From an optimization exercise on the open Yosys and OpenROAD flow, aimed at small area; shortcuts taken in it are not production practice.
The RTL was checked by simulation tests, not by an equivalence proof against the original design.
No activity file was given, so power comes from the tool's default toggle rates.

==> flow/design.v <==
module dsp_aoi222 (
	input  logic a0, b0, a1, b1, a2, b2,
	output logic y
);
assign y = ~((a0 & b0) | (a1 & b1) | (a2 & b2));
endmodule
module dsp_aoi22 (
	input  logic a0, b0, a1, b1,
	output logic y
);
assign y = ~((a0 & b0) | (a1 & b1));
endmodule
module dsp_ao22 (
	input  logic a0, b0, a1, b1,
	output logic y
);
assign y = (a0 & b0) | (a1 & b1);
endmodule
module dsp_aoi_or #(parameter int N = 32) (
	input  logic [N-1:0] sel,
	input  logic [N-1:0] dat,
	output logic [(N+2)/3-1:0] y
);
localparam int G = N / 3;
genvar g;
generate
	for (g = 0; g < G; g++) begin : grp
		dsp_aoi222 u (.a0(sel[3*g]), .b0(dat[3*g]), .a1(sel[3*g+1]), .b1(dat[3*g+1]),
		              .a2(sel[3*g+2]), .b2(dat[3*g+2]), .y(y[g]));
	end
	if (N % 3 == 2) begin : rem2
		dsp_aoi22 u (.a0(sel[N-2]), .b0(dat[N-2]), .a1(sel[N-1]), .b1(dat[N-1]), .y(y[G]));
	end
	if (N % 3 == 1) begin : rem1
		assign y[G] = ~(sel[N-1] & dat[N-1]);
	end
endgenerate
endmodule
module dispatcher(
	input  logic         clk,
	input  logic         rst,
	input  logic [31:0]  ifetch_pc_plus_four,
	input  logic [31:0]  ifetch_instruction,
	input  logic         ifetch_empty_flag,
	input  logic [6:0]   cdb_tag,
	input  logic         cdb_valid,
	input  logic [31:0]  cdb_data,
	input  logic         cdb_branch,
	input  logic         cdb_branch_taken,
	output logic [31:0]  dispatch_jmp_branch_addr,
	output logic         dispatch_jump_branch,
	output logic         dispatch_ren,
	output logic         en_div_dispatch,
	output logic         en_mult_dispatch,
	output logic         en_store_load_dispatch,
	output logic         en_int_dispatch,
	output logic [100:0] dispatcher_2_int_queue,
	output logic [119:0] dispatcher_2_lw_sw_queue,
	output logic [83:0]  dispatcher_2_mult_or_div
);
genvar gi, gj, gb;
logic [31:0] instr;
assign instr = ifetch_empty_flag ? 32'b0 : ifetch_instruction;
logic [6:0] opc;
logic [4:0] rd, rs1, rs2;
logic [2:0] f3;
logic [6:0] f7;
assign opc = instr[6:0];
assign rd  = instr[11:7];
assign f3  = instr[14:12];
assign rs1 = instr[19:15];
assign rs2 = instr[24:20];
assign f7  = instr[31:25];
logic is_r, is_i, is_s, is_b, is_j, is_u, is_jalr, is_lw, is_lui;
assign is_r    = (opc == 7'b0110011);
assign is_i    = (opc == 7'b0010011);
assign is_s    = (opc == 7'b0100011);
assign is_b    = (opc == 7'b1100011);
assign is_j    = (opc == 7'b1101111);
assign is_u    = (opc == 7'b0010111);
assign is_jalr = (opc == 7'b1100111);
assign is_lw   = (opc == 7'b0000011);
assign is_lui  = (opc == 7'b0110111);
logic rename;
assign rename = (is_r | is_i | is_u | is_j) & (rd != 5'd0);
logic [31:0] imm_i, imm_s, imm_b, imm_j, imm_u, imm;
assign imm_i = {{20{instr[31]}}, instr[31:20]};
assign imm_s = {{21{instr[31]}}, instr[30:25], instr[11:7]};
assign imm_b = {{20{instr[31]}}, instr[7], instr[30:25], instr[11:8], 1'b0};
assign imm_j = {{12{instr[31]}}, instr[19:12], instr[20], instr[30:21], 1'b0};
assign imm_u = {instr[31:12], 12'b0};
assign imm = ({32{is_i | is_jalr | is_lw}} & imm_i) |
             ({32{is_s}} & imm_s) |
             ({32{is_b}} & imm_b) |
             ({32{is_j}} & imm_j) |
             ({32{is_u}} & imm_u);
logic [31:0] bj_imm;
assign bj_imm = {32{is_b | is_j}} & imm;
assign dispatch_jmp_branch_addr = ifetch_pc_plus_four + bj_imm;
assign dispatch_jump_branch = is_j | cdb_branch_taken;
assign dispatch_ren = ~is_b;
logic md;
assign md = (f7 == 7'h01);
assign en_div_dispatch        = is_r & md & (f3 == 3'h4);
assign en_mult_dispatch       = is_r & md & (f3 == 3'h0);
assign en_int_dispatch        = (is_r & ~(md & (f3 == 3'h4 || f3 == 3'h0))) |
                                is_i | is_lui | is_jalr | is_b | is_u;
assign en_store_load_dispatch = is_lw | is_s;
logic [5:0]  fifo [0:63];
logic [5:0]  rp, wp;
logic        lap;         
logic        written;     
logic [63:0] fwe;         
logic [63:0] rsel;        
logic [5:0]  head;
always_comb begin
	for (int j = 0; j < 64; j++) begin
		fwe[j]  = cdb_valid && (wp == j[5:0]);
		rsel[j] = written && (rp == j[5:0]);
	end
end
generate
	for (gj = 0; gj < 64; gj++) begin : fslot
		logic [5:0] nxt;
		for (gb = 0; gb < 6; gb++) begin : fbit
			dsp_ao22 u (.a0(fifo[gj][gb]), .b0(~fwe[gj]), .a1(cdb_tag[gb]), .b1(fwe[gj]), .y(nxt[gb]));
		end
		always_ff @(posedge clk) fifo[gj] <= nxt;
	end
endgenerate
always_ff @(posedge clk or posedge rst) begin
	if (rst) begin
		rp  <= 6'd0;
		wp  <= 6'd0;
		lap <= 1'b0;
	end else begin
		if (cdb_valid) begin
			wp <= wp + 6'd1;
			if (wp == 6'd63)
				lap <= 1'b1;
		end
		if (rename)
			rp <= rp + 6'd1;
	end
end
assign written = lap || (rp < wp);
generate
	for (gb = 0; gb < 6; gb++) begin : hbit
		logic [64:0] s, d;
		logic [21:0] y;
		for (gj = 0; gj < 64; gj++) begin : col
			assign d[gj] = fifo[gj][gb];
		end
		assign s = {~written, rsel};
		assign d[64] = rp[gb];
		dsp_aoi_or #(.N(65)) u (.sel(s), .dat(d), .y(y));
		assign head[gb] = ~&y;
	end
endgenerate
logic [31:1] rs_v;
logic [5:0]  rs_tag [1:31];
logic [31:1] match, ren_sel, sel1, sel2;
always_comb begin
	for (int i = 1; i < 32; i++) begin
		ren_sel[i] = rename && (rd == i[4:0]);
		sel1[i]    = (rs1 == i[4:0]);
		sel2[i]    = (rs2 == i[4:0]);
		match[i]   = cdb_valid && rs_v[i] && (rs_tag[i] == cdb_tag[5:0]);
	end
end
always_ff @(posedge clk or posedge rst) begin
	if (rst)
		rs_v <= '0;
	else
		rs_v <= ren_sel | (rs_v & ~match);
end
generate
	for (gi = 1; gi < 32; gi++) begin : rslot
		logic [5:0] nxt;
		for (gb = 0; gb < 6; gb++) begin : tbit
			dsp_ao22 u (.a0(rs_tag[gi][gb]), .b0(~ren_sel[gi]), .a1(head[gb]), .b1(ren_sel[gi]), .y(nxt[gb]));
		end
		always_ff @(posedge clk) rs_tag[gi] <= nxt;
	end
endgenerate
logic [7:0] rt1, rt2;
generate
	for (gb = 0; gb < 8; gb++) begin : rtbit
		logic [30:0] d;
		logic [10:0] y1, y2;
		for (gi = 1; gi < 32; gi++) begin : col
			if (gb == 7) begin : m
				assign d[gi-1] = match[gi];
			end else if (gb == 6) begin : v
				assign d[gi-1] = rs_v[gi];
			end else begin : t
				assign d[gi-1] = rs_tag[gi][gb];
			end
		end
		dsp_aoi_or #(.N(31)) u1 (.sel(sel1), .dat(d), .y(y1));
		dsp_aoi_or #(.N(31)) u2 (.sel(sel2), .dat(d), .y(y2));
		assign rt1[gb] = ~&y1;
		assign rt2[gb] = ~&y2;
	end
endgenerate
logic        v1, v2;
logic [5:0]  t1, t2, tag1, tag2;
logic        fwd1, fwd2, imm2, fwd2g;
assign v1 = rt1[6];
assign v2 = rt2[6];
assign t1 = rt1[5:0];
assign t2 = rt2[5:0];
assign tag1 = {6{v1}} & t1;
assign tag2 = {6{v2}} & t2;
assign fwd1 = rt1[7];
assign fwd2 = rt2[7];
assign imm2 = is_i | is_lui;        
assign fwd2g = fwd2 & ~imm2;
logic [31:0] rf [1:31];
logic [31:1] rf_we;
logic [31:0] wdata, wdata2;
assign rf_we  = {31{rst}} | match;
assign wdata  = rst ? 32'h0 : cdb_data;
assign wdata2 = rst ? 32'h7fffeffc : cdb_data;
generate
	for (gi = 1; gi < 32; gi++) begin : rfrow
		logic [31:0] nxt;
		for (gb = 0; gb < 32; gb++) begin : rfbit
			dsp_ao22 u (.a0(rf[gi][gb]), .b0(~rf_we[gi]), .a1((gi == 2) ? wdata2[gb] : wdata[gb]),
			            .b1(rf_we[gi]), .y(nxt[gb]));
		end
		always_ff @(posedge clk) rf[gi] <= nxt;
	end
endgenerate
logic [31:1] s1g, s2g;
assign s1g = sel1 & {31{~fwd1}};
assign s2g = sel2 & {31{~(fwd2 | imm2)}};
logic [31:0] d1, d2;
generate
	for (gb = 0; gb < 32; gb++) begin : rfrd
		logic [31:0] sa, da;
		logic [32:0] sb, db;
		logic [10:0] ya, yb;
		for (gi = 1; gi < 32; gi++) begin : col
			assign da[gi-1] = rf[gi][gb];
			assign db[gi-1] = rf[gi][gb];
		end
		assign sa = {fwd1, s1g};
		assign da[31] = cdb_data[gb];
		assign sb = {imm2, fwd2g, s2g};
		assign db[32:31] = {imm[gb], cdb_data[gb]};
		dsp_aoi_or #(.N(32)) ua (.sel(sa), .dat(da), .y(ya));
		dsp_aoi_or #(.N(33)) ub (.sel(sb), .dat(db), .y(yb));
		assign d1[gb] = ~&ya;
		assign d2[gb] = ~&yb;
	end
endgenerate
logic q_v1, q_v2;
assign q_v1 = ~v1 | fwd1;
assign q_v2 = (is_i | is_lui | is_lw) | ~v2 | fwd2;
logic [83:0] q;
assign q = {d1, d2, q_v1, q_v2, tag1, tag2, head};
assign dispatcher_2_int_queue   = {q, opc, f3, f7};
assign dispatcher_2_lw_sw_queue = {q, imm, ~is_lw, f3};
assign dispatcher_2_mult_or_div = q;
endmodule
==> flow/flow/run.sh <==
#!/bin/bash
# The standard layout (the standard.sh), with the port buffers made of the
# smallest buffer cell instead of the resizer's default choice.
set -euo pipefail
export BUFFER_PORTS_ARGS="-buffer_cell sky130_fd_sc_hd__buf_1"
bash standard.sh > standard.log 2>&1
==> flow/standard.sh <==
#!/bin/bash
# synth_recipe.tcl (not shown) runs the flow's synth.tcl, then flattens the netlist and writes it again
# the make line also repeats each setting of config.mk as NAME=value (left out here)
make -C /OpenROAD-flow-scripts/flow DESIGN_CONFIG=/design/flow/config.mk WORK_HOME=/design/flow/orfs CLKGATE_MAP_FILE= SYNTH_SCRIPT=/design/flow/synth_recipe.tcl "${@:-finish}"
==> flow/config.mk <==
export PLATFORM = sky130hd
export DESIGN_NAME = dispatcher
export DESIGN_NICKNAME = dispatcher
export VERILOG_FILES = /design/flow/design.v
export SDC_FILE = /design/flow/constraint.sdc
export NUM_CORES = 4
export LEC_CHECK = 0
export CAP_MARGIN = 20
export CORE_MARGIN = 2
export CORE_UTILIZATION = 40
export SLEW_MARGIN = 20
export SYNTH_HIERARCHICAL = 1
export SYNTH_MINIMUM_KEEP_SIZE = 0
==> flow/constraint.sdc <==
create_clock -name core_clock -period 10.0 [get_ports {clk}]
set_input_delay 2.0000 -clock core_clock [delete_from_list [all_inputs] [get_ports {clk}]]
set_output_delay 2.0000 -clock core_clock [all_outputs]
set_load 0.01 [all_outputs]
==> summary.md, run 1 <==
| Metric | Value |
|---|---|
| Slew Limit Headroom | 20.3% |
| Layout Nets | 7088 |
| Global Route met3 Usage | 8.29% |
| Most frequent standard cell in the layout excluding fill and tap cells | a22o_1 |
| Die Footprint | 175000 um2 |
| Sequential area share after synthesis | 47.2% |
| Launching element type of the critical path | input pin |
| Initial antenna violation count | 28 |
| Max-slew violations | 0 |
| Total congestion overflow | 0 |
| Setup violators final | 0 |
| Filler cell count | 15800 |
| Maximum Capacitance Violations | 0 |
| Detailed-route wire length per cell | 34.7 um |
| Synthesized area per cell | 10.8 um2 |
| Clock root buffer | clkbuf_16 |
| Total Routed Length | 323000 um |
| Mux share of post-synthesis cell area | 0.0639% |
| Count of yosys warnings during synthesis | 13 |
| Transition time at the pin with the least slew margin | 1.19 ns |
| Overall power consumption | 16600 uW |
| DIE HEIGHT | 418 um |
| GRT met1 Usage | 45.4% |
| Setup_tns | 0 ns |
| Period Utilization, post-route | 98.1% |
| Power per cell area | 208 nW/um2 |
| Count of unique library cells instantiated by Yosys | 77 |
| Ys async rst share | 2.74% |
| Result of the run | no timing/DRC/antenna violations |
| Unrepaired setup endpoints after global routing | no |
| # hold bufs at CTS | 0 |
| First-pass GRT wire length | 454000 um |
| Number of buffers on the longest clock path | 3 |
| Max FO, Critical Path | 24 |
| Flop and latch count out of synthesis | 1606 |
| GRT Total Usage | 34.9% |
| Adder and majority gate portion of the synthesized area | 0.832% |
| Crit path kind | input pin to primary output |
| Clock transition at the register clock pins on the worst setup and hold paths after CTS | 0.06 ns |
| Critical path capture point type | primary output |
| Portion of synthesized cell area occupied by the leading cell type | 45.6% |
| Final non-filler cell area | 80000 um2 |
| DPL Wire Length | 214000 um |
| GR Layer Usage met2 | 50.8% |
| Netlist area before placement | 68600 um2 |
| Postcts setup bufs | 0 |
| PortBufs | 449 |
| Placed cell area | 74300 um2 |
| Final Critical Period | 9.81 ns |
| Cell accounting for the most synthesized area | dfxtp_1 |
| Combinational family with the most area after synthesis | compound AO/OA/AOI/OAI gates |
| Io pins | 452 |
| Floorplan row count | 151 |
| Via Count | 68300 |
| Hold violation count in the final report | 0 |
| Post-placement cell count | 8979 |
| Worst-case vdd ir drop | 182 uV |
| Die X | 418 um |
| Standard cell core area | 170000 um2 |
| Clock insertion delay at the later pin of the skew report | 0.83 ns |
| Starting Density | 40.4% |
| Post-synthesis instance total | 6326 |
| Count of placed standard cells in the final layout, fillers left out | 9307 |
| Via count of the first global-routing pass | 62500 |
| Antenna-violating nets left | 0 |
| Fraction of the mapped netlist area in simple logic gates | 8.63% |
| Ys flop type | dfxtp_1 |
| Hold Path Class | register to register |
| Clock tree from TritonCTS | built |
| Share of the synthesized area in compound gates (AO/OA/AOI/OAI) | 36.9% |
| Share of cells above drive strength 1 | 10.7% |
| Iteration-0 DRC Markers | 15500 |
| Arrival @ worst endpoint | 7.81 ns |
| Post-layout util | 47.1% |
| Cell types occupying the most area after synthesis | dfxtp_1, a22o_1, a222oi_1, nand4_1, buf_4 |
| DRC | 0 |
| Data required time at the worst endpoint | 8.00 ns |
| Maximum number of pins on one net before global-route repair | 65 |
| Number of instances resized during post-cts repair | 0 |
| Area growth from synthesis to final layout | 16.6% |
| Synthesized netlist net count | 6480 |
| Leakage power summed over all cells | 0.0310 uW |
| Maximum clock frequency | 102 MHz |
| Maximum clock skew at final layout | 0.0361 ns |
| Number of sinks on the clock net | 1606 |
| H-tree depth | 4 |
| Count of flip-flops with a built-in enable after synthesis | 0 |
| Via-per-instance ratio | 7.33 |
| Most heavily used metal layer in global routing | met2 |
| Fraction of synthesized cell area in xor and xnor cells | 2.84% |
| Most used cells in the layout excluding fill and tap cells | a22o_1, dfxtp_1, a222oi_1 |
| GPL Wtd Cong | 0.981 |
| Total clock buffers created by CTS | 171 |
| Number of optimization iterations in the first detailed-route pass | 14 |
through the flow:
step / setup WS (ns) / hold slack [ns]
3_3_place_gp: 0.791 / 0.464
5_1_grt: 0.264 / 0.494
4_1_cts: 0.736 / 0.486
6_report: 0.194 / 0.482
2_1_floorplan: 0.853 / 0.440
3_5_place_dp: 0.735 / 0.469
modules after synthesis (local to each module, per instance), a selection:
module	cells	flops+latches	cell area, um2
dsp_aoi222	1	0	10.0
dsp_aoi22	1	0	12.5
dsp_ao22	1	0	8.76
dispatcher	3752	1606	44800
Yosys cell counts (8+ instances only):
library cell  instances
a211oi_1              8
a21o_1               26
a21oi_1             103
a222oi_1            958
a22o_1             1566
a22oi_2              38
a41oi_1              12
and2_1               26
and3_1               24
and4_1                8
buf_2                23
buf_4               175
clkbuf_1             68
dfrtp_1              44
dfxtp_1            1562
ha_1                 44
inv_1               193
nand2_1             343
nand2b_1             14
nand3_1              22
nand4_1             294
nor2_1              270
nor2b_1              64
nor3_1               14
nor4_1               39
o21ai_0              35
or2_2                34
xnor2_1             118
xor2_1              104
routing by layer:
| layer | vias to the layer above | share of wire, % | wire length, um |
|---|---|---|---|
| li1 | 28300 | - | - |
| met1 | 33600 | 38 | 121000 |
| met2 | 5386 | 42 | 137000 |
| met3 | 973 | 12 | 39900 |
| met4 | 10 | 7.7 | 24800 |
| met5 | - | 0.016 | 53 |
final cells by class:
| type | instances | area (um2) | area share, % |
|---|---|---|---|
| well taps | 2218 | 2780 | 3.47 |
| repair buffers | 705 | 3990 | 4.98 |
| diodes | 21 | 52.6 | 0.0657 |
| clock buffers | 253 | 4990 | 6.24 |
| multi-input cells | 4257 | 34500 | 43.1 |
| clock inverters | 54 | 604 | 0.755 |
| inverters | 193 | 726 | 0.907 |
| flip-flops and latches | 1606 | 32400 | 40.5 |
cell families after synthesis:
family                     Yosys count
AOI/OAI and AO/OA                 2802
DFF                               1606
and+or+nand+nor                   1183
buffers and inverters              463
xor gates and xnor gates           222
adders and majority gates           45
muxes                                4
other                                1
report_power, final:
group | internal (uW) | total, uW | switching [uW]
registers | 7210 | 7800 | 586
clock network | 3650 | 6430 | 2790
logic | 943 | 2420 | 1470
total | 11800 | 16600 | 4840
path summary, 6_finish.rpt:
| kind | start | endpoint | slack (ns) | cells after the start |
|---|---|---|---|---|
| setup / recovery | ifetch_empty_flag | dispatcher_2_lw_sw_queue[98] | 0.19 | 16 |
| hold / removal | fifo[30][5]$_DFF_P_ | fifo[30][5]$_DFF_P_ | 0.48 | 1 |
| setup reg to reg | wp[2]$_DFFE_PP0P_ | rs_tag[19][3]$_DFF_P_ | 4.68 | 13 |
| hold reg to reg | fifo[30][5]$_DFF_P_ | fifo[30][5]$_DFF_P_ | 0.48 | 1 |
| max in group asynchronous | rst | rs_v[14]$_DFF_PP0_ | 7.38 | 3 |
| min in group asynchronous | rst | rs_v[20]$_DFF_PP0_ | 1.48 | 2 |
worst max-delay path, cell delays in order:
cell and delay (ns):
clkbuf_2 0.30, nor2b_1 0.45, nand2_1 0.68, nor2_1 0.69
a222oi_1 0.28, nand4_1 0.22, nor3_1 0.10, buf_4 0.17
nand3_1 0.49, nor2_4 0.28, buf_12 0.25, a222oi_1 0.46
nand4_1 0.52, nor2_1 0.43, nand4_1 0.24, buf_1 0.20
registers in the layout, indices dropped and copies added, names as in the netlist:
| signal | count |
|---|---|
| fifo | 384 |
| lap | 1 |
| rf | 992 |
| rp | 6 |
| rs_tag | 186 |
| rs_v | 31 |
| wp | 6 |
==> run 2: changes to the inputs <==
--- a/flow/design.v
+++ b/flow/design.v
@@ -205,7 +205,7 @@
 endgenerate
 logic        v1, v2;
 logic [5:0]  t1, t2, tag1, tag2;
-logic        fwd1, fwd2, imm2, fwd2g;
+logic        fwd1, fwd2, imm2;
 assign v1 = rt1[6];
 assign v2 = rt2[6];
 assign t1 = rt1[5:0];
@@ -215,7 +215,6 @@
 assign fwd1 = rt1[7];
 assign fwd2 = rt2[7];
 assign imm2 = is_i | is_lui;        
-assign fwd2g = fwd2 & ~imm2;
 logic [31:0] rf [1:31];
 logic [31:1] rf_we;
 logic [31:0] wdata, wdata2;
@@ -232,27 +231,18 @@
 		always_ff @(posedge clk) rf[gi] <= nxt;
 	end
 endgenerate
-logic [31:1] s1g, s2g;
-assign s1g = sel1 & {31{~fwd1}};
-assign s2g = sel2 & {31{~(fwd2 | imm2)}};
 logic [31:0] d1, d2;
 generate
 	for (gb = 0; gb < 32; gb++) begin : rfrd
-		logic [31:0] sa, da;
-		logic [32:0] sb, db;
+		logic [30:0] da;
 		logic [10:0] ya, yb;
 		for (gi = 1; gi < 32; gi++) begin : col
 			assign da[gi-1] = rf[gi][gb];
-			assign db[gi-1] = rf[gi][gb];
-		end
-		assign sa = {fwd1, s1g};
-		assign da[31] = cdb_data[gb];
-		assign sb = {imm2, fwd2g, s2g};
-		assign db[32:31] = {imm[gb], cdb_data[gb]};
-		dsp_aoi_or #(.N(32)) ua (.sel(sa), .dat(da), .y(ya));
-		dsp_aoi_or #(.N(33)) ub (.sel(sb), .dat(db), .y(yb));
-		assign d1[gb] = ~&ya;
-		assign d2[gb] = ~&yb;
+		end
+		dsp_aoi_or #(.N(31)) ua (.sel(sel1), .dat(da), .y(ya));
+		dsp_aoi_or #(.N(31)) ub (.sel(sel2), .dat(da), .y(yb));
+		assign d1[gb] = fwd1 ? cdb_data[gb] : ~&ya;
+		assign d2[gb] = imm2 ? imm[gb] : fwd2 ? cdb_data[gb] : ~&yb;
 	end
 endgenerate
 logic q_v1, q_v2;
==> flow/flow/run.sh (replaced) <==
#!/bin/bash
# The standard layout (the standard.sh), with
# - the port buffers made of the smallest buffer cell instead of the
#   resizer's default choice;
# - clock tree synthesis with small clock buffers, larger sink clusters and
#   no dummy loads.
set -euo pipefail
export BUFFER_PORTS_ARGS="-buffer_cell sky130_fd_sc_hd__buf_1"
export CTS_ARGS="-sink_clustering_enable -repair_clock_nets -dont_use_dummy_load -buf_list {sky130_fd_sc_hd__clkbuf_8 sky130_fd_sc_hd__clkbuf_16} -sink_clustering_size 20 -sink_clustering_max_diameter 60"
bash standard.sh > standard.log 2>&1
--- a/flow/config.mk
+++ b/flow/config.mk
@@ -7,7 +7,7 @@
 export LEC_CHECK = 0
 export CAP_MARGIN = 20
 export CORE_MARGIN = 2
-export CORE_UTILIZATION = 40
+export CORE_UTILIZATION = 55
 export SLEW_MARGIN = 20
 export SYNTH_HIERARCHICAL = 1
 export SYNTH_MINIMUM_KEEP_SIZE = 0
==> summary.md, run 2 <==
| Metric | Value |
|---|---|
| Most frequent cell after synthesis | a22o_1 |
| Total Routed Length | 328000 um (+1.6%) |
| Hold violation count in the final report | 0 (unchanged) |
| Synthesized area per cell | 10.7 um2 (-0.99%) |
| Die X | 356 um (-15%) |
| Result of the run | no timing/DRC/antenna violations |
| Antenna-violating nets left | 0 (unchanged) |
| Hold Crit Start | fifo[56][3]$_DFF_P_ |
| Beginning of the worst register-to-register path | wp[2]$_DFFE_PP0P_ |
| Worst-case vdd ir drop | 221 uV (+21%) |
| Data required time at the worst endpoint | 8.00 ns (about the same) |
| Setup_tns | 0 ns (unchanged) |
| Max FO, Critical Path | 24 (unchanged) |
| Via Count | 69100 (+1.2%) |
| Count of yosys warnings during synthesis | 13 (unchanged) |
| Post-synthesis instance total | 6354 (+0.44%) |
| Slew Limit Headroom | 4.29% (-16 points) |
| Power per cell area | 194 nW/um2 (-7.0%) |
| Most used cells in the layout excluding fill and tap cells | a22o_1, dfxtp_1, a222oi_1 |
| Total clock buffers created by CTS | 130 (-24%) |
| Layout Nets | 7021 (-0.95%) |
| Number of instances resized during post-cts repair | 0 (unchanged) |
| Setup WS post-layout | 0.784 ns (+0.590 ns) |
| Clock tree from TritonCTS | built |
| Die Footprint | 127000 um2 (-27%) |
| Portion of synthesized cell area occupied by the leading cell type | 45.8% (+0.25 points) |
| Period Utilization, post-route | 92.2% (-5.9 points) |
| Maximum number of pins on one net before global-route repair | 66 (+1.5%) |
| Clock insertion delay at the later pin of the skew report | 0.78 ns (-0.05 ns) |
| Post-placement worst setup slack | 1.20 ns (+0.461 ns) |
| Number of optimization iterations in the first detailed-route pass | 14 (unchanged) |
| Count of unique library cells instantiated by Yosys | 71 (-7.8%) |
| GRT Total Usage | 48.8% (+14 points) |
| Transition time at the pin with the least slew margin | 1.43 ns (+0.242 ns) |
| Leakage power summed over all cells | 0.0294 uW (-5.0%) |
| Number of sinks on the clock net | 1606 (unchanged) |
| Count of flip-flops with a built-in enable after synthesis | 0 (unchanged) |
| Synthesized netlist net count | 6508 (+0.43%) |
| End of the worst register-to-register path | rs_tag[2][4]$_DFF_P_ |
| Most frequent standard cell in the layout excluding fill and tap cells | a22o_1 |
| Filler cell count | 10500 (-34%) |
| Ys async rst share | 2.74% (unchanged) |
| Initial antenna violation count | 27 (-3.6%) |
| Area growth from synthesis to final layout | 11.2% |
| DIE HEIGHT | 356 um (-15%) |
| Via count of the first global-routing pass | 62400 (-0.15%) |
| # hold bufs at CTS | 0 (unchanged) |
| GPL Wtd Cong | 0.998 (+1.7%) |
| Most flop-heavy register | rf |
| PortBufs | 449 (unchanged) |
| H-tree depth | 4 (unchanged) |
| Standard cell core area | 123000 um2 (-27%) |
| R2R Setup Slk | 3.42 ns (-1.26 ns) |
| Clock root buffer | clkbuf_16 |
| Postcts setup bufs | 0 (unchanged) |
| Crit path kind | input pin to primary output |
| Setup violators final | 0 (unchanged) |
| DPL Wire Length | 209000 um (-2.2%) |
| Netlist area before placement | 68200 um2 (-0.55%) |
| Maximum clock skew at final layout | 0.0545 ns (+0.0184 ns) |
| Clock transition at the register clock pins on the worst setup and hold paths after CTS | 0.06 ns (about the same) |
| Detailed-route wire length per cell | 38.5 um (+11%) |
| Cell accounting for the most synthesized area | dfxtp_1 |
| Max-slew violations | 0 (unchanged) |
| Ys flop type | dfxtp_1 |
| Unrepaired setup endpoints after global routing | no |
| Arrival @ worst endpoint | 7.22 ns (-0.59 ns) |
| Maximum clock frequency | 109 MHz (+6.4%) |
| Launching element type of the critical path | input pin |
| Total congestion overflow | 0 (unchanged) |
| Regs by FF count | rf (992), fifo (384), rs_tag (186) |
| Sequential area share after synthesis | 47.5% (+0.26 points) |
| Starting Density | 55.3% (+15 points) |
| Maximum Capacitance Violations | 0 (unchanged) |
| Share of cells above drive strength 1 | 7.68% (-3.1 points) |
| Min-Delay Endpoint | fifo[56][3]$_DFF_P_ |
| Hold Path Class | register to register |
| Via-per-instance ratio | 8.11 (+11%) |
| Io pins | 452 (unchanged) |
| DRC | 0 (unchanged) |
| Critical path capture point type | primary output |
| Cell types with the highest counts after synthesis | a22o_1, dfxtp_1, a222oi_1, nand2_1, nor2_1 |
| Number of flip-flops in the largest register | 992 (unchanged) |
| First-pass GRT wire length | 454000 um (about the same) |
| Final Critical Period | 9.22 ns (-0.590 ns) |
| Length in cells of the worst reg-to-reg path | 14 (+1) |
| Tightest hold margin | 0.486 ns (+0.00383 ns) |
| Worst Hold Path Cells | 1 (unchanged) |
| Iteration-0 DRC Markers | 17000 (+9.5%) |
| Floorplan row count | 129 (-15%) |
| Number of buffers on the longest clock path | 3 (unchanged) |
| Cell types occupying the most area after synthesis | dfxtp_1, a22o_1, a222oi_1, nand4_1, buf_4 |
| Flop and latch count out of synthesis | 1606 (unchanged) |
## run 2: routing by layer
layer | vias to the layer above | global-route usage (%) | share of wire, %
li1 | 27900 | - | -
met1 | 33000 | 57.4 | 34
met2 | 6429 | 69.7 | 40
met3 | 1672 | 20.2 | 16
met4 | 38 | 39.3 | 9.9
met5 | - | 0.556 | 0.10
## run 2: worst max path at each step
stage / startpoint / to / slack, ns / depth (start not counted)
5_1_grt: ifetch_empty_flag / dispatch_jmp_branch_addr[28] / 0.72 / 14
3_3_place_gp: ifetch_empty_flag / dispatch_jmp_branch_addr[28] / 1.22 / 14
4_1_cts: ifetch_empty_flag / dispatch_jmp_branch_addr[28] / 1.18 / 14
6_report: ifetch_empty_flag / dispatcher_2_lw_sw_queue[114] / 0.78 / 11
2_1_floorplan: ifetch_empty_flag / dispatcher_2_lw_sw_queue[71] / 2.26 / 14
3_5_place_dp: ifetch_empty_flag / dispatch_jmp_branch_addr[28] / 1.20 / 14
## run 2: area by class of cell
cell class	count	area [um2]	area share (%)
inverter	175	658	0.868
multi-input combinational	4297	34200	45.0
timing repair buffer	657	3330	4.38
clock buffer	130	3250	4.29
antenna	17	42.5	0.0561
tap	1637	2050	2.70
sequential	1606	32400	42.7
## run 2: kinds of logic after synthesis
group | share of synthesized area (%)
AO/OA/AOI/OAI | 36.3
flip-flops | 47.5
AND/OR/NAND/NOR | 9.00
buffers and inverters | 3.47
XOR/XNOR | 2.90
adder cells (fa/ha/maj) | 0.837
other | 0.00550
multiplexers | 0.0147
## run 2: where the power goes
| part | leakage, uW | switching (uW) | internal [uW] |
|---|---|---|---|
| logic | 0.0143 | 1400 | 910 |
| clock network | 0.00160 | 2300 | 2290 |
| registers | 0.0135 | 577 | 7200 |
| total | 0.0294 | 4280 | 10400 |
## run 2: stage by stage
step | cells | utilization [%] | total power, uW | instance area [um2]
after floorplan | 6354 | - | 9180 | 68200
after global placement | 8369 | 58.8 | 10000 | 72500
after detailed placement | 8370 | 58.8 | 10100 | 72500
after CTS | 8500 | 61.5 | 14500 | 75800
after global routing | 8502 | 61.5 | 15000 | 75800
final | 8519 | 61.5 | 14700 | 75900
## run 2: worst max-delay path, cell delays in order
cell and delay (ns):
clkbuf_2 0.67, buf_4 0.43, nor2b_1 0.21, nand2b_1 0.68, nor2_4 0.35, buf_4 0.35
a222oi_1 0.47, nand3_1 0.53, nor3_1 0.89, a21oi_1 0.37, buf_1 0.22
## run 2: Yosys stat by module (local to each module, per instance), excerpt
module      flip-flops and latches  cell area [um2]
dispatcher                    1606            44900
dsp_aoi22                        0             12.5
dsp_aoi222                       0             10.0
dsp_ao22                         0             8.76
==> run 3: changes to the inputs <==
--- a/flow/config.mk
+++ b/flow/config.mk
@@ -5,9 +5,9 @@
 export SDC_FILE = /design/flow/constraint.sdc
 export NUM_CORES = 4
 export LEC_CHECK = 0
-export CAP_MARGIN = 20
+export CAP_MARGIN = 5
 export CORE_MARGIN = 2
 export CORE_UTILIZATION = 55
-export SLEW_MARGIN = 20
+export SLEW_MARGIN = 5
 export SYNTH_HIERARCHICAL = 1
 export SYNTH_MINIMUM_KEEP_SIZE = 0
==> summary.md, run 3 <==
| Metric | Value |
|---|---|
| End of the worst register-to-register path | rs_tag[7][4]$_DFF_P_ |
| Count of unique library cells instantiated by Yosys | 71 (unchanged) |
| Launching element type of the critical path | input pin |
| Most flop-heavy register | rf |
| Maximum clock frequency | 110 MHz (+1.4%) |
| Starting Density | 55.3% (unchanged) |
| Flop and latch count out of synthesis | 1606 (unchanged) |
| Startpoint of the most critical setup path | ifetch_empty_flag |
| Post-synthesis instance total | 6354 (unchanged) |
| Most frequent cell after synthesis | a22o_1 |
| Cell types with the highest counts after synthesis | a22o_1, dfxtp_1, a222oi_1, nand2_1, nor2_1 |
| Failed layout checks | capacitance limit, slew limit |
| Most used cells in the layout excluding fill and tap cells | a22o_1, dfxtp_1, a222oi_1 |
| DRC | 0 (unchanged) |
| Clock tree from TritonCTS | built |
| Postcts setup bufs | 0 (unchanged) |
| Arrival @ worst endpoint | 7.09 ns (-0.13 ns) |
| Number of instances resized during post-cts repair | 0 (unchanged) |
| Die Footprint | 127000 um2 (unchanged) |
| Maximum number of pins on one net before global-route repair | 66 (unchanged) |
| R2R Setup Slk | 3.43 ns (about the same) |
| Total Routed Length | 325000 um (-0.72%) |
| Beginning of the worst register-to-register path | wp[2]$_DFFE_PP0P_ |
| Clock transition at the register clock pins on the worst setup and hold paths after CTS | 0.06 ns (about the same) |
| Tightest hold margin | 0.488 ns (+0.00150 ns) |
| Via-per-instance ratio | 8.08 (-0.33%) |
| Detailed-route wire length per cell | 38.3 um (-0.58%) |
| Critical path capture point type | primary output |
| Netlist area before placement | 68200 um2 (unchanged) |
| Via Count | 68800 (-0.47%) |
| Power per cell area | 191 nW/um2 (-1.3%) |
| Data required time at the worst endpoint | 8.00 ns (about the same) |
| Number of buffers on the longest clock path | 3 (unchanged) |
| Ys flop type | dfxtp_1 |
| Area growth from synthesis to final layout | 10.8% |
| Clock root buffer | clkbuf_16 |
| H-tree depth | 3 (-1) |
| Slew Limit Headroom | -0.359% (-4.7 points) |
| Cell accounting for the most synthesized area | dfxtp_1 |
| Hold violation count in the final report | 0 (unchanged) |
| Leakage power summed over all cells | 0.0293 uW (-0.46%) |
| GRT Total Usage | 48.4% (-0.44 points) |
| Via count of the first global-routing pass | 62100 (-0.48%) |
| Standard cell core area | 123000 um2 (unchanged) |
| Setup_tns | 0 ns (unchanged) |
| First-pass GRT wire length | 451000 um (-0.75%) |
| Maximum Capacitance Violations | 2 (+2) |
| Initial antenna violation count | 20 (-26%) |
| Final Critical Period | 9.09 ns (-0.127 ns) |
| Number of flip-flops in the largest register | 992 (unchanged) |
| Die X | 356 um (unchanged) |
| GPL Wtd Cong | 0.998 (unchanged) |
| Hold Path Class | register to register |
| PortBufs | 449 (unchanged) |
| Period Utilization, post-route | 90.9% (-1.3 points) |
| Post-placement worst setup slack | 1.17 ns (-0.0275 ns) |
| Regs by FF count | rf (992), fifo (384), rs_tag (186) |
| Synthesized area per cell | 10.7 um2 (unchanged) |
| Layout Nets | 7009 (-0.17%) |
| # hold bufs at CTS | 0 (unchanged) |
| Crit path capture | dispatch_jmp_branch_addr[28] |
| Floorplan row count | 129 (unchanged) |
| Most frequent standard cell in the layout excluding fill and tap cells | a22o_1 |
| Unrepaired setup endpoints after global routing | no |
| Setup WS post-layout | 0.911 ns (+0.127 ns) |
| Max FO, Critical Path | 24 (unchanged) |
| Overall power consumption | 14400 uW (-1.6%) |
| Setup violators final | 0 (unchanged) |
| Length in cells of the worst reg-to-reg path | 14 (unchanged) |
| Total clock buffers created by CTS | 121 (-6.9%) |
| Sequential area share after synthesis | 47.5% (unchanged) |
| DPL Wire Length | 209000 um (about the same) |
| Io pins | 452 (unchanged) |
| Max-slew violations | 13 (+13) |
| Worst-case vdd ir drop | 190 uV (-14%) |
| Antenna-violating nets left | 0 (unchanged) |
| Number of optimization iterations in the first detailed-route pass | 14 (unchanged) |
| Iteration-0 DRC Markers | 17600 (+3.6%) |
| Clock insertion delay at the later pin of the skew report | 0.77 ns (about the same) |
| Total congestion overflow | 0 (unchanged) |
| Cell types occupying the most area after synthesis | dfxtp_1, a22o_1, a222oi_1, nand4_1, buf_4 |
| Count of yosys warnings during synthesis | 13 (unchanged) |
| Crit path kind | input pin to primary output |
| Synthesized netlist net count | 6508 (unchanged) |
| Transition time at the pin with the least slew margin | 1.50 ns (+0.0683 ns) |
| Share of cells above drive strength 1 | 7.51% (-0.16 points) |
| Maximum clock skew at final layout | 0.0661 ns (+0.0117 ns) |
| Result of the run | finished with violations |
| Count of flip-flops with a built-in enable after synthesis | 0 (unchanged) |
| DIE HEIGHT | 356 um (unchanged) |
| Number of sinks on the clock net | 1606 (unchanged) |
| Ys async rst share | 2.74% (unchanged) |
| Portion of synthesized cell area occupied by the leading cell type | 45.8% (unchanged) |
-- run 3: cell types whose count changed in the layout (fill, tap and decap cells not counted), sizes merged --
cell,delta
buf,-3
clkbuf,-9
-- run 3: how the worst min path moves through the flow --
stage	from	slack, ns	to	depth (start not counted)
after floorplan	lap$_DFFE_PP0P_	0.45	lap$_DFFE_PP0P_	1
after global placement	fifo[50][5]$_DFF_P_	0.47	fifo[50][5]$_DFF_P_	1
after detailed placement	fifo[46][5]$_DFF_P_	0.47	fifo[46][5]$_DFF_P_	1
after CTS	fifo[14][4]$_DFF_P_	0.49	fifo[14][4]$_DFF_P_	1
after global routing	fifo[62][2]$_DFF_P_	0.49	fifo[62][2]$_DFF_P_	1
final	fifo[14][2]$_DFF_P_	0.49	fifo[14][2]$_DFF_P_	1
-- run 3: logic make-up (layout without fill, tap and decap cells) --
group | Yosys count | in the layout | share of synthesized area (%)
adder cells (fa/ha/maj) | 45 | 45 | 0.837
AND/OR/NAND/NOR | 1246 | 1246 | 9.00
XOR/XNOR | 225 | 225 | 2.90
other | 1 | 18 | 0.00550
buffers and inverters | 451 | 950 | 3.47
AO/OA/AOI/OAI | 2779 | 2779 | 36.3
flip-flops | 1606 | 1606 | 47.5
multiplexers | 1 | 1 | 0.0147
-- run 3: final cells by class --
type | count | area (um2)
repair buffers | 654 | 3280
well taps | 1637 | 2050
diodes | 17 | 42.5
clock buffers | 121 | 3030
multi-input cells | 4297 | 34100
fillers | 10500 | 47700
inverters | 175 | 658
flip-flops and latches | 1606 | 32400
-- run 3: per-layer routing --
| metal | vias up | share of wire, % | global-route usage, % |
|---|---|---|---|
| li1 | 27900 | - | - |
| met1 | 33000 | 34 | 57.9 |
| met2 | 6258 | 40 | 68.6 |
| met3 | 1631 | 15 | 18.9 |
| met4 | 20 | 10 | 39.5 |
| met5 | - | 0.080 | 0.0741 |
-- run 3: per-module statistics from Yosys (local to each module, per instance), a selection --
module | copies in the design | flip-flops and latches | cell area [um2] | cells inside
dsp_aoi22 | 6 | 0 | 12.5 | 1
dispatcher | 1 | 1606 | 44900 | 3780
dsp_aoi222 | 926 | 0 | 10.0 | 1
dsp_ao22 | 1562 | 0 | 8.76 | 1
-- run 3: where the power goes --
group	total (uW)	internal, uW	switching, uW
clock network	4370	2110	2250
registers	7770	7200	574
logic	2300	908	1400
total	14400	10200	4220
-- run 3: critical path, cell delays in order --
cell and delay, ns:
clkbuf_2 0.50, nand3b_1 0.58, a21oi_1 0.73, a22o_1 0.64, nand2b_1 0.19, fa_1 0.46, nand2b_1 0.18, a21o_1 0.19
a31oi_1 0.25, o311ai_1 0.21, a31oi_1 0.53, o41ai_1 0.13, a311oi_1 0.30, buf_1 0.18
-- run 3: stage by stage --
step | instances | area (um2) | util (%)
finish | 8507 | 75600 | 61.3
global route | 8490 | 75500 | 61.2
CTS | 8490 | 75500 | 61.2
detailed placement | 8369 | 72500 | 58.8
global placement | 8369 | 72500 | 58.8
floorplan | 6354 | 68200 | -
==> run 4: changes to the inputs <==
==> flow/flow/run.sh (replaced) <==
#!/bin/bash
# The standard layout (the standard.sh), with
# - the port buffers made of the smallest buffer cell instead of the
#   resizer's default choice;
# - clock tree synthesis with small clock buffers, larger sink clusters and
#   no dummy loads.
set -euo pipefail
export BUFFER_PORTS_ARGS="-buffer_cell sky130_fd_sc_hd__buf_1"
export CTS_ARGS="-sink_clustering_enable -repair_clock_nets -dont_use_dummy_load -buf_list {sky130_fd_sc_hd__clkbuf_16} -sink_clustering_size 28 -sink_clustering_max_diameter 80"
bash standard.sh > standard.log 2>&1
==> flow/config.mk (replaced) <==
export PLATFORM = sky130hd
export DESIGN_NAME = dispatcher
export DESIGN_NICKNAME = dispatcher
export VERILOG_FILES = /design/flow/design.v
export SDC_FILE = /design/flow/constraint.sdc
export NUM_CORES = 4
export LEC_CHECK = 0
export CAP_MARGIN = 20
export CORE_MARGIN = 2
export CORE_UTILIZATION = 65
export SLEW_MARGIN = 20
export SYNTH_HIERARCHICAL = 1
export SYNTH_MINIMUM_KEEP_SIZE = 0
==> summary.md, run 4 <==
| Metric | Value |
|---|---|
| DRC | 0 (unchanged) |
| Worst-case vdd ir drop | 221 uV (+17%) |
| Maximum number of pins on one net before global-route repair | 66 (unchanged) |
| Number of optimization iterations in the first detailed-route pass | 27 (+13) |
| Clock network power share | 24.5% (-5.7 points) |
| Final non-filler cell area | 74100 um2 (-1.9%) |
| First-pass GRT wire length | 436000 um (-3.3%) |
| Storage element area | 32400 um2 (unchanged) |
| Maximum clock frequency | 106 MHz (-4.1%) |
| Sequential area share after synthesis | 47.5% (unchanged) |
| Hold Path Class | register to register |
| Critical path capture point type | primary output |
| GPL Wtd Cong | 1.03 (+3.2%) |
| Postcts setup bufs | 0 (unchanged) |
| Count of yosys warnings during synthesis | 13 (unchanged) |
| Arrival @ worst endpoint | 7.48 ns (+0.39 ns) |
| Synthesized netlist net count | 6508 (unchanged) |
| Number of instances resized during post-cts repair | 0 (unchanged) |
| Switching fraction of total power | 30.0% (+0.77 points) |
| Max-slew violations | 1 (-12) |
| Launching element type of the critical path | input pin |
| Via Count | 70400 (+2.4%) |
| Die X | 328 um (-7.9%) |
| Maximum clock skew at final layout | 0.0750 ns (+0.00889 ns) |
| Regs by FF count | rf (992), fifo (384), rs_tag (186) |
| Post-layout util | 71.4% (+10 points) |
| Proportion of power drawn by combinational gates | 17.3% (+1.3 points) |
| Starting Density | 65.7% (+10 points) |
| Netlist area before placement | 68200 um2 (unchanged) |
| PortBufs | 449 (unchanged) |
| Max FO, Critical Path | 65 (+170%) |
| Most used cells in the layout excluding fill and tap cells | a22o_1, dfxtp_1, a222oi_1 |
| Synthesized area per cell | 10.7 um2 (unchanged) |
| Via count of the first global-routing pass | 63600 (+2.3%) |
| Count of unique library cells instantiated by Yosys | 71 (unchanged) |
| Number of flip-flops in the largest register | 992 (unchanged) |
| Period Utilization, post-route | 94.8% (+3.9 points) |
| Crit path kind | input pin to primary output |
| Setup violators final | 0 (unchanged) |
| Floorplan row count | 118 (-8.5%) |
| Clock root buffer | clkbuf_16 |
| # hold bufs at CTS | 0 (unchanged) |
| Most flop-heavy register | rf |
| Area growth from synthesis to final layout | 8.65% |
| Die Footprint | 108000 um2 (-15%) |
| Share of cells above drive strength 1 | 6.92% (-0.59 points) |
| Ys flop type | dfxtp_1 |
| Placed cell area | 72300 um2 (-0.29%) |
| Clock tree from TritonCTS | built |
| Flop and latch count out of synthesis | 1606 (unchanged) |
| Total clock buffers created by CTS | 69 (-43%) |
| Switching power summed over all nets | 4010 uW (-5.0%) |
| Count of flip-flops with a built-in enable after synthesis | 0 (unchanged) |
| Final Critical Period | 9.48 ns (+0.389 ns) |
| Portion of synthesized cell area occupied by the leading cell type | 45.8% (unchanged) |
| Power per cell area | 180 nW/um2 (-5.6%) |
| Transition time at the pin with the least slew margin | 1.49 ns (-0.0107 ns) |
| DPL Wire Length | 201000 um (-3.6%) |
| Footprint of the multi-input gates | 34100 um2 (-0.22%) |
| Cell types occupying the most area after synthesis | dfxtp_1, a22o_1, a222oi_1, nand4_1, buf_4 |
| GRT Total Usage | 54.3% (+6.0 points) |
| Standard cell core area | 104000 um2 (-16%) |
| Result of the run | finished with violations |
| Total congestion overflow | 0 (unchanged) |
| Leakage power summed over all cells | 0.0287 uW (-1.9%) |
| Detailed-route wire length per cell | 37.8 um (-1.3%) |
| Number of sinks on the clock net | 1606 (unchanged) |
| Via-per-instance ratio | 8.56 (+5.9%) |
| Post-synthesis instance total | 6354 (unchanged) |
| H-tree depth | 3 (unchanged) |
| Relative contribution of sequential cells to total power | 58.1% (+4.3 points) |
| Unrepaired setup endpoints after global routing | no |
| Ys async rst share | 2.74% (unchanged) |
| Failed layout checks | capacitance limit |
| Setup_tns | 0 ns (unchanged) |
| Maximum Capacitance Violations | 1 (-1) |
| Clock transition at the register clock pins on the worst setup and hold paths after CTS | 0.10 ns (+0.04 ns) |
| Clock insertion delay at the later pin of the skew report | 0.71 ns (-0.06 ns) |
| Most frequent cell after synthesis | a22o_1 |
| Initial antenna violation count | 31 (+55%) |
| Hold violation count in the final report | 0 (unchanged) |
| Number of buffers on the longest clock path | 3 (unchanged) |
| Most frequent standard cell in the layout excluding fill and tap cells | a22o_1 |
| Iteration-0 DRC Markers | 20800 (+18%) |
| Total Routed Length | 311000 um (-4.5%) |
| Slew Limit Headroom | -0.114% (+0.25 points) |
| Internal Dissipation | 9350 uW (-8.5%) |
| Layout Nets | 6975 (-0.49%) |
| Cell accounting for the most synthesized area | dfxtp_1 |
| Data required time at the worst endpoint | 8.00 ns (about the same) |
| Io pins | 452 (unchanged) |
| Antenna-violating nets left | 0 (unchanged) |
| Filler cell count | 7870 (-25%) |
| DIE HEIGHT | 328 um (-7.9%) |
| Cell types with the highest counts after synthesis | a22o_1, dfxtp_1, a222oi_1, nand2_1, nor2_1 |
==> run 4: through the flow <==
| stage | total power, uW | hold WS (ns) | std cells | setup WS, ns |
|---|---|---|---|---|
| 2_1_floorplan | 9180 | 0.454 | 6354 | 2.26 |
| 3_3_place_gp | 9950 | 0.465 | 8127 | 1.45 |
| 3_5_place_dp | 10000 | 0.469 | 8129 | 1.42 |
| 4_1_cts | 13100 | 0.495 | 8198 | 1.42 |
| 5_1_grt | 13600 | 0.509 | 8203 | 0.931 |
| 6_report | 13400 | 0.492 | 8228 | 0.522 |
==> run 4: power groups by stage <==
stage	clock (uW)	combinational, uW	sequential (uW)
after floorplan	0	1490	7690
after global placement	0	2110	7840
after detailed placement	0	2170	7860
after CTS	3220	2170	7730
after global routing	3440	2350	7840
final	3280	2310	7770
==> run 4: layout make-up <==
| class | count | share of cell area [%] |
|---|---|---|
| Antenna cell | 29 | 0.0979 |
| Clock buffer | 69 | 2.33 |
| Inverter | 175 | 0.888 |
| Multi-Input combinational cell | 4297 | 46.0 |
| Sequential cell | 1606 | 43.7 |
| Tap cell | 1380 | 2.33 |
| Timing Repair Buffer | 672 | 4.70 |
==> run 4: final timing paths <==
check                           slack, ns                         end           startpoint  cells past startpoint
worst max register to register       3.82       rs_tag[31][2]$_DFF_P_    wp[2]$_DFFE_PP0P_                     14
min in group asynchronous            1.61           wp[0]$_DFFE_PP0P_                  rst                      2
max in group asynchronous            7.26          rs_v[21]$_DFF_PP0_                  rst                      4
worst min register to register       0.49         fifo[37][4]$_DFF_P_  fifo[37][4]$_DFF_P_                      1
worst max-delay path                 0.52  dispatcher_2_int_queue[87]    ifetch_empty_flag                     11
worst min-delay path                 0.49         fifo[37][4]$_DFF_P_  fifo[37][4]$_DFF_P_                      1
==> run 4: layer usage <==
metal | routed length, um | vias up | share of wire (%) | track usage [%]
li1 | - | 27800 | - | -
met5 | 1460 | - | 0.47 | 7.01
met2 | 118000 | 7327 | 38 | 72.7
met4 | 30300 | 57 | 9.8 | 39.1
met3 | 57100 | 2142 | 18 | 28.8
met1 | 104000 | 33100 | 33 | 65.4
==> run 4: critical path, stage by stage <==
cell      delay (ns)
clkbuf_2        0.11
buf_4           0.32
nor2b_1         0.96
nand2b_1        0.74
nor2_4          1.12
a222oi_1        0.26
nand4_1         0.27
nor3_2          0.08
buf_4           0.32
a21oi_1         0.86
buf_1           0.23
==> run 4: kinds of logic (layout without fill, tap and decap cells) <==
logic type | count (synthesis) | in the layout | synth area share, %
multiplexers | 1 | 1 | 0.0147
buffers and inverters | 451 | 916 | 3.47
AO/OA/AOI/OAI | 2779 | 2779 | 36.3
flip-flops | 1606 | 1606 | 47.5
other | 1 | 30 | 0.00550
XOR/XNOR | 225 | 225 | 2.90
adder cells (fa/ha/maj) | 45 | 45 | 0.837
AND/OR/NAND/NOR | 1246 | 1246 | 9.00
==> run 4: Yosys stat by module (local to each module, per instance), excerpt <==
module,cell area [um2],times used,flip-flops and latches,cells
dsp_aoi222,10.0,926,0,1
dsp_ao22,8.76,1562,0,1
dsp_aoi22,12.5,6,0,1
dispatcher,44900,1,1606,3780
==> run 5: changes to the inputs <==
--- a/flow/flow/run.sh
+++ b/flow/flow/run.sh
@@ -2,7 +2,7 @@
 # The standard layout (the standard.sh), with
 # - the port buffers made of the smallest buffer cell instead of the
 #   resizer's default choice;
-# - clock tree synthesis with small clock buffers, larger sink clusters and
+# - clock tree synthesis with one clock buffer type, larger sink clusters and
 #   no dummy loads.
 set -euo pipefail
 export BUFFER_PORTS_ARGS="-buffer_cell sky130_fd_sc_hd__buf_1"
--- a/flow/config.mk
+++ b/flow/config.mk
@@ -7,7 +7,7 @@
 export LEC_CHECK = 0
 export CAP_MARGIN = 20
 export CORE_MARGIN = 2
-export CORE_UTILIZATION = 65
+export CORE_UTILIZATION = 58
 export SLEW_MARGIN = 20
 export SYNTH_HIERARCHICAL = 1
 export SYNTH_MINIMUM_KEEP_SIZE = 0
==> summary.md, run 5 <==
| Metric | Value |
|---|---|
| Hold violation count in the final report | 0 (unchanged) |
| Maximum clock skew at final layout | 0.0818 ns (+0.00682 ns) |
| Io pins | 452 (unchanged) |
| Total congestion overflow | 0 (unchanged) |
| Die Footprint | 120000 um2 (+12%) |
| DPL Wire Length | 197000 um (-2.1%) |
| End of the worst register-to-register path | rs_tag[23][2]$_DFF_P_ |
| Share of cells above drive strength 1 | 6.70% (-0.22 points) |
| Maximum clock frequency | 112 MHz (+6.4%) |
| Number of sinks on the clock net | 1606 (unchanged) |
| Beginning of the worst register-to-register path | wp[2]$_DFFE_PP0P_ |
| Standard cell core area | 116000 um2 (+12%) |
| Netlist area before placement | 68200 um2 (unchanged) |
| Ys flop type | dfxtp_1 |
| Number of optimization iterations in the first detailed-route pass | 15 (-44%) |
| Max-slew violations | 0 (-1) |
| Fraction of synthesized cell area in xor and xnor cells | 2.90% (unchanged) |
| Postcts setup bufs | 0 (unchanged) |
| Maximum number of pins on one net before global-route repair | 66 (unchanged) |
| Post-layout util | 63.8% (-7.6 points) |
| Starting Density | 58.6% (-7.1 points) |
| Synthesized netlist net count | 6508 (unchanged) |
| Hold Path Class | register to register |
| Crit-path slowest cell | a22o_1 |
| Via-per-instance ratio | 8.14 (-4.9%) |
| Portion of synthesized cell area occupied by the leading cell type | 45.8% (unchanged) |
| Flop and latch count out of synthesis | 1606 (unchanged) |
| Sequential area share after synthesis | 47.5% (unchanged) |
| Result of the run | no timing/DRC/antenna violations |
| Logic depth of the worst setup path including buffers | 15 (+4) |
| Detailed-route wire length per cell | 36.7 um (-2.8%) |
| Area growth from synthesis to final layout | 8.83% |
| Post-placement cell count | 8256 (+1.6%) |
| Regs by FF count | rf (992), fifo (384), rs_tag (186) |
| Arrival @ worst endpoint | 6.91 ns (-0.57 ns) |
| Count of unique library cells instantiated by Yosys | 71 (unchanged) |
| Antenna-violating nets left | 0 (unchanged) |
| Combinational family with the most area after synthesis | compound AO/OA/AOI/OAI gates |
| GRT Total Usage | 47.9% (-6.4 points) |
| Hold Crit Start | fifo[30][3]$_DFF_P_ |
| Data required time at the worst endpoint | 8.00 ns (about the same) |
| # hold bufs at CTS | 0 (unchanged) |
| Max FO, Critical Path | 11 (-83%) |
| Clock insertion delay at the later pin of the skew report | 0.73 ns (+0.02 ns) |
| Most used cells in the layout excluding fill and tap cells | a22o_1, dfxtp_1, a222oi_1 |
| Leakage power summed over all cells | 0.0287 uW (-0.15%) |
| Most frequent standard cell in the layout excluding fill and tap cells | a22o_1 |
| Power per cell area | 181 nW/um2 (+0.38%) |
| Worst-case vdd ir drop | 150 uV (-32%) |
| Critical path capture point type | primary output |
| Iteration-0 DRC Markers | 17200 (-17%) |
| Cell accounting for the most synthesized area | dfxtp_1 |
| Count of flip-flops with a built-in enable after synthesis | 0 (unchanged) |
| Count of placed standard cells in the final layout, fillers left out | 8341 (+1.4%) |
| GPL Wtd Cong | 1.02 (-0.98%) |
| Clock root buffer | clkbuf_16 |
| Clock transition at the register clock pins on the worst setup and hold paths after CTS | 0.07 ns (-0.03 ns) |
| Unrepaired setup endpoints after global routing | no |
| DIE HEIGHT | 347 um (+5.8%) |
| First-pass GRT wire length | 434000 um (-0.41%) |
| Period Utilization, post-route | 89.1% (-5.7 points) |
| Transition time at the pin with the least slew margin | 1.31 ns (-0.179 ns) |
| Slew Limit Headroom | 12.6% (+13 points) |
| Length in cells of the worst reg-to-reg path | 14 (unchanged) |
| R2R Setup Slk | 3.90 ns (+0.08 ns) |
| Most flop-heavy register | rf |
| DRC | 0 (unchanged) |
| Share of the synthesized area in compound gates (AO/OA/AOI/OAI) | 36.3% (unchanged) |
| Bufs and invs on worst path | 2 (-2) |
| Clock tree from TritonCTS | built |
| Cell types with the highest counts after synthesis | a22o_1, dfxtp_1, a222oi_1, nand2_1, nor2_1 |
| Setup violators final | 0 (unchanged) |
| Crit path capture | dispatch_jmp_branch_addr[28] |
| Cells along the critical path | buf_1 > or2_2 > nor2_1 > and2_0 > a22o_1 > nand2b_1 > fa_1 > nand2b_1 > a21o_1 > a31oi_1 > o311ai_1 > a31oi_1 > o41ai_1 > a311oi_1 > buf_1 |
| Crit path kind | input pin to primary output |
| Number of instances resized during post-cts repair | 0 (unchanged) |
| Delay of the slowest cell on the worst path | 0.67 ns (-0.45 ns) |
| Launching element type of the critical path | input pin |
| PortBufs | 449 (unchanged) |
| Most frequent cell after synthesis | a22o_1 |
| Initial antenna violation count | 23 (-26%) |
| Overall power consumption | 13400 uW (+0.54%) |
| Cell types occupying the most area after synthesis | dfxtp_1, a22o_1, a222oi_1, nand4_1, buf_4 |
| Startpoint of the most critical setup path | ifetch_instruction[2] |
| Post-synthesis instance total | 6354 (unchanged) |
| Fraction of the mapped netlist area in simple logic gates | 9.00% (unchanged) |
| Ys async rst share | 2.74% (unchanged) |
| Floorplan row count | 125 (+5.9%) |
| Maximum Capacitance Violations | 0 (-1) |
| Mux share of post-synthesis cell area | 0.0147% (unchanged) |
| Count of yosys warnings during synthesis | 13 (unchanged) |
| Number of flip-flops in the largest register | 992 (unchanged) |
| Layout Nets | 6965 (-0.14%) |
| Synthesized area per cell | 10.7 um2 (unchanged) |
| Setup_tns | 0 ns (unchanged) |
| Final Critical Period | 8.91 ns (-0.571 ns) |
| H-tree depth | 3 (unchanged) |
| Die X | 347 um (+5.8%) |
| Kind of cell adding the most delay to the critical path | compound AO/OA/AOI/OAI gates |
| Via Count | 67900 (-3.6%) |
| Total Routed Length | 306000 um (-1.4%) |
| Number of buffers on the longest clock path | 3 (unchanged) |
| Total clock buffers created by CTS | 75 (+8.7%) |
| Via count of the first global-routing pass | 62300 (-1.9%) |
| Adder and majority gate portion of the synthesized area | 0.837% (unchanged) |
run 5: modules after synthesis (local to each module, per instance), excerpt:
module      cells  flip-flops and latches  cell area [um2]  times used
dispatcher   3780                    1606            44900           1
dsp_aoi222      1                       0             10.0         926
dsp_aoi22       1                       0             12.5           6
dsp_ao22        1                       0             8.76        1562
run 5: how the worst min path moves through the flow:
stage,endpoint,slack [ns],cells past startpoint
2_1_floorplan,lap$_DFFE_PP0P_,0.45,1
3_3_place_gp,fifo[21][1]$_DFF_P_,0.46,1
3_5_place_dp,fifo[43][0]$_DFF_P_,0.47,1
4_1_cts,fifo[30][0]$_DFF_P_,0.49,1
5_1_grt,fifo[10][1]$_DFF_P_,0.50,1
6_report,fifo[30][3]$_DFF_P_,0.49,1
run 5: power breakdown:
group / total (uW) / switching [uW] / internal (uW)
Sequential: 7760 / 567 / 7190
Clock: 3430 / 2080 / 1350
Combinational: 2250 / 1340 / 907
run 5: through the flow:
stage                     hold WS [ns]  worst slack, ns  cell area, um2
final                            0.491             1.09           74200
after global routing             0.501            0.964           74200
after CTS                        0.489             1.35           74200
after detailed placement         0.470             1.38           72300
after global placement           0.465             1.40           72300
after floorplan                  0.454             2.26           68200
run 5: logic make-up after synthesis:
group                    Yosys count
AO/OA/AOI/OAI                   2779
XOR/XNOR                         225
adder cells (fa/ha/maj)           45
buffers and inverters            451
flip-flops                      1606
multiplexers                       1
other                              1
AND/OR/NAND/NOR                 1246
run 5: cell type report:
| type | instances | area (um2) |
|---|---|---|
| diodes | 8 | 20.0 |
| clock buffers | 75 | 1880 |
| fillers | 9648 | 42100 |
| inverters | 175 | 658 |
| multi-input cells | 4297 | 34100 |
| flip-flops and latches | 1606 | 32400 |
| well taps | 1524 | 1910 |
| repair buffers | 656 | 3330 |
run 5: worst reg2reg max path, delay by kind of cell, from the launching register on:
| kind | cells | cell delay [ns] |
|---|---|---|
| and+or+nand+nor | 5 | 2.89 |
| buffers and inverters | 3 | 0.97 |
| AOI/OAI and AO/OA | 5 | 1.20 |
| adders and majority gates | 1 | 0.30 |
| DFF | 1 | 0.58 |
run 5: per-layer routing:
metal / global-route usage [%] / vias to the layer above / wire length, um
li1: - / 27800 / -
met1: 59.8 / 32600 / 108000
met2: 67.4 / 6086 / 123000
met3: 21.6 / 1437 / 51900
met4: 28.7 / 30 / 22600
met5: 1.92 / - / 591
==> run 6: changes to the inputs <==
==> flow/flow/run.sh (replaced) <==
#!/bin/bash
# The standard layout (the standard.sh), with
# - the port buffers made of the smallest buffer cell instead of the
#   resizer's default choice;
# - clock tree synthesis with one clock buffer type, larger sink clusters and
#   no dummy loads.
set -euo pipefail
export BUFFER_PORTS_ARGS="-buffer_cell sky130_fd_sc_hd__buf_1"
export CTS_ARGS="-sink_clustering_enable -repair_clock_nets -dont_use_dummy_load -buf_list {sky130_fd_sc_hd__clkbuf_16} -sink_clustering_size 24 -sink_clustering_max_diameter 70"
bash standard.sh > standard.log 2>&1
==> summary.md, run 6 <==
| Metric | Value |
|---|---|
| Sequential area share after synthesis | 47.5% (unchanged) |
| Tightest hold margin | 0.487 ns (-0.00339 ns) |
| R2R Setup Slk | 3.96 ns (+0.06 ns) |
| Switching power summed over all nets | 4070 uW (+2.0%) |
| Worst-case vdd ir drop | 165 uV (+10%) |
| Number of flip-flops in the largest register | 992 (unchanged) |
| Post-synthesis instance total | 6354 (unchanged) |
| Critical path capture point type | primary output |
| Via Count | 68200 (+0.41%) |
| Hold Path Class | register to register |
| Clock root buffer | clkbuf_16 |
| Data required time at the worst endpoint | 8.00 ns (about the same) |
| Most frequent cell after synthesis | a22o_1 |
| Io pins | 452 (unchanged) |
| Cell types with the highest counts after synthesis | a22o_1, dfxtp_1, a222oi_1, nand2_1, nor2_1 |
| Detailed-route wire length per cell | 36.7 um (about the same) |
| Clock network power share | 27.7% (+2.2 points) |
| Power per cell area | 185 nW/um2 (+2.5%) |
| Netlist area before placement | 68200 um2 (unchanged) |
| Floorplan row count | 125 (unchanged) |
| Overall power consumption | 13900 uW (+3.1%) |
| Number of instances resized during post-cts repair | 0 (unchanged) |
| Post-layout util | 64.2% (+0.40 points) |
| Total Routed Length | 307000 um (+0.22%) |
| Footprint of the multi-input gates | 34100 um2 (about the same) |
| Setup WS post-layout | 1.07 ns (-0.0197 ns) |
| # hold bufs at CTS | 0 (unchanged) |
| Unrepaired setup endpoints after global routing | no |
| Via count of the first global-routing pass | 62400 (+0.17%) |
| Antenna-violating nets left | 0 (unchanged) |
| Share of cells above drive strength 1 | 6.94% (+0.25 points) |
| Slew Limit Headroom | 10.0% (-2.5 points) |
| Launching element type of the critical path | input pin |
| Clock insertion delay at the later pin of the skew report | 0.75 ns (+0.02 ns) |
| DRC | 0 (unchanged) |
| Number of buffers on the longest clock path | 3 (unchanged) |
| Internal Dissipation | 9780 uW (+3.5%) |
| Max FO, Critical Path | 43 (+32) |
| Synthesized netlist net count | 6508 (unchanged) |
| Ys async rst share | 2.74% (unchanged) |
| DIE HEIGHT | 347 um (unchanged) |
| Filler cell count | 9589 (-0.61%) |
| Cell types occupying the most area after synthesis | dfxtp_1, a22o_1, a222oi_1, nand4_1, buf_4 |
| Number of optimization iterations in the first detailed-route pass | 14 (-1) |
| PortBufs | 449 (unchanged) |
| Maximum Capacitance Violations | 0 (unchanged) |
| Switching fraction of total power | 29.4% (-0.30 points) |
| Die X | 347 um (unchanged) |
| GPL Wtd Cong | 1.02 (unchanged) |
| Ys flop type | dfxtp_1 |
| Starting Density | 58.6% (unchanged) |
| DPL Wire Length | 197000 um (unchanged) |
| Relative contribution of sequential cells to total power | 56.1% (-1.7 points) |
| Post-placement worst setup slack | 1.38 ns (unchanged) |
| Area growth from synthesis to final layout | 9.51% |
| Most frequent standard cell in the layout excluding fill and tap cells | a22o_1 |
| Standard cell core area | 116000 um2 (unchanged) |
| Total clock buffers created by CTS | 95 (+27%) |
| Final Critical Period | 8.93 ns (+0.0197 ns) |
| Count of flip-flops with a built-in enable after synthesis | 0 (unchanged) |
| Cell accounting for the most synthesized area | dfxtp_1 |
| Portion of synthesized cell area occupied by the leading cell type | 45.8% (unchanged) |
| GRT Total Usage | 48.0% (about the same) |
| Most flop-heavy register | rf |
| Proportion of power drawn by combinational gates | 16.2% (-0.5 points) |
| H-tree depth | 3 (unchanged) |
| Clock tree from TritonCTS | built |
| Count of unique library cells instantiated by Yosys | 71 (unchanged) |
| Maximum clock frequency | 112 MHz (-0.22%) |
| Flop and latch count out of synthesis | 1606 (unchanged) |
| Count of yosys warnings during synthesis | 13 (unchanged) |
| Iteration-0 DRC Markers | 16800 (-2.5%) |
| Via-per-instance ratio | 8.15 (+0.20%) |
| Number of sinks on the clock net | 1606 (unchanged) |
| Maximum clock skew at final layout | 0.0796 ns (-0.00228 ns) |
| Arrival @ worst endpoint | 6.93 ns (+0.02 ns) |
| First-pass GRT wire length | 434000 um (about the same) |
| Setup_tns | 0 ns (unchanged) |
| Total congestion overflow | 0 (unchanged) |
| Clock transition at the register clock pins on the worst setup and hold paths after CTS | 0.07 ns (about the same) |
| Crit path kind | input pin to primary output |
| Initial antenna violation count | 18 (-22%) |
| Max-slew violations | 0 (unchanged) |
| Setup violators final | 0 (unchanged) |
| Storage element area | 32400 um2 (unchanged) |
| Transition time at the pin with the least slew margin | 1.35 ns (+0.0348 ns) |
| Maximum number of pins on one net before global-route repair | 66 (unchanged) |
| Die Footprint | 120000 um2 (unchanged) |
| Leakage power summed over all cells | 0.0289 uW (+0.80%) |
| Hold violation count in the final report | 0 (unchanged) |
| Result of the run | no timing/DRC/antenna violations |
| Most used cells in the layout excluding fill and tap cells | a22o_1, dfxtp_1, a222oi_1 |
| Postcts setup bufs | 0 (unchanged) |
| Layout Nets | 6983 (+0.26%) |
| Period Utilization, post-route | 89.3% (+0.20 points) |
| Regs by FF count | rf (992), fifo (384), rs_tag (186) |
| Synthesized area per cell | 10.7 um2 (unchanged) |
==> run 6: cell count changes in the layout (fill, tap and decap cells not counted) <==
cell and delta:
buf_12 -2, clkbuf_16 +20, diode_2 -1, nand2_2 -1, nand2_4 +1
==> run 6: through the flow <==
step,cells,area [um2]
after floorplan,6354,68200
after global placement,8256,72300
after detailed placement,8256,72300
after CTS,8351,74700
after global routing,8352,74700
final,8358,74700
==> run 6: area by class of cell <==
class | count | share of cell area [%]
inverter | 175 | 0.881
multi-input combinational | 4297 | 45.6
clock buffer | 95 | 3.18
antenna | 7 | 0.0235
tap | 1524 | 2.55
timing repair buffer | 654 | 4.40
sequential | 1606 | 43.3
==> run 6: per-layer routing <==
metal	part of all wire, %	track usage [%]
met1	35	59.7
met5	0.087	0.640
met3	17	21.7
met2	40	67.7
met4	7.3	28.7
==> run 6: per-module statistics from Yosys (local to each module, per instance), excerpt <==
| module | cells inside | area (um2) | times used | flip-flops and latches |
|---|---|---|---|---|
| dispatcher | 3780 | 44900 | 1 | 1606 |
| dsp_aoi22 | 1 | 12.5 | 6 | 0 |
| dsp_aoi222 | 1 | 10.0 | 926 | 0 |
| dsp_ao22 | 1 | 8.76 | 1562 | 0 |
==> run 6: path summary, 6_finish.rpt <==
path	startpoint	to	cells past startpoint
setup / recovery	ifetch_empty_flag	dispatch_jmp_branch_addr[28]	16
hold / removal	fifo[19][0]$_DFF_P_	fifo[19][0]$_DFF_P_	1
setup reg to reg	wp[2]$_DFFE_PP0P_	rs_tag[25][2]$_DFF_P_	14
hold reg to reg	fifo[19][0]$_DFF_P_	fifo[19][0]$_DFF_P_	1
max in group asynchronous	rst	rs_v[25]$_DFF_PP0_	4
min in group asynchronous	rst	rs_v[7]$_DFF_PP0_	3
==> run 6: worst max-delay path: stages <==
cell	delay, ns
clkbuf_2	0.08
buf_4	0.52
nor2b_1	0.14
and2_1	0.23
nand3_1	0.16
a21o_1	0.79
buf_4	0.40
nor2_1	0.08
ha_1	0.38
o21a_1	0.20
o211ai_1	0.15
a31oi_1	0.10
o311ai_1	0.65
a31oi_1	0.34
a311oi_1	0.48
buf_1	0.20
==> run 6: kinds of logic after synthesis <==
kind of cell | count (synthesis) | synth area share [%]
buffers and inverters | 451 | 3.47
muxes | 1 | 0.0147
other | 1 | 0.00550
adders and majority gates | 45 | 0.837
and+or+nand+nor | 1246 | 9.00
AOI/OAI and AO/OA | 2779 | 36.3
DFF | 1606 | 47.5
xor gates and xnor gates | 225 | 2.90
==> run 6: power groups by stage <==
stage	Clock (uW)	Sequential [uW]	Combinational (uW)
floorplan	0	7690	1490
global placement	0	7840	2110
detailed placement	0	7860	2160
CTS	3810	7730	2150
global route	4040	7840	2330
finish	3840	7760	2250

Setup slack of run 6, layout unchanged: 1.072 ns with ideal ports, 1.045 ns with driving cells assumed (clock clkbuf_16, inputs buf_2), 1.045 ns with port delays also shifted by the 0.803 ns mid clock arrival.
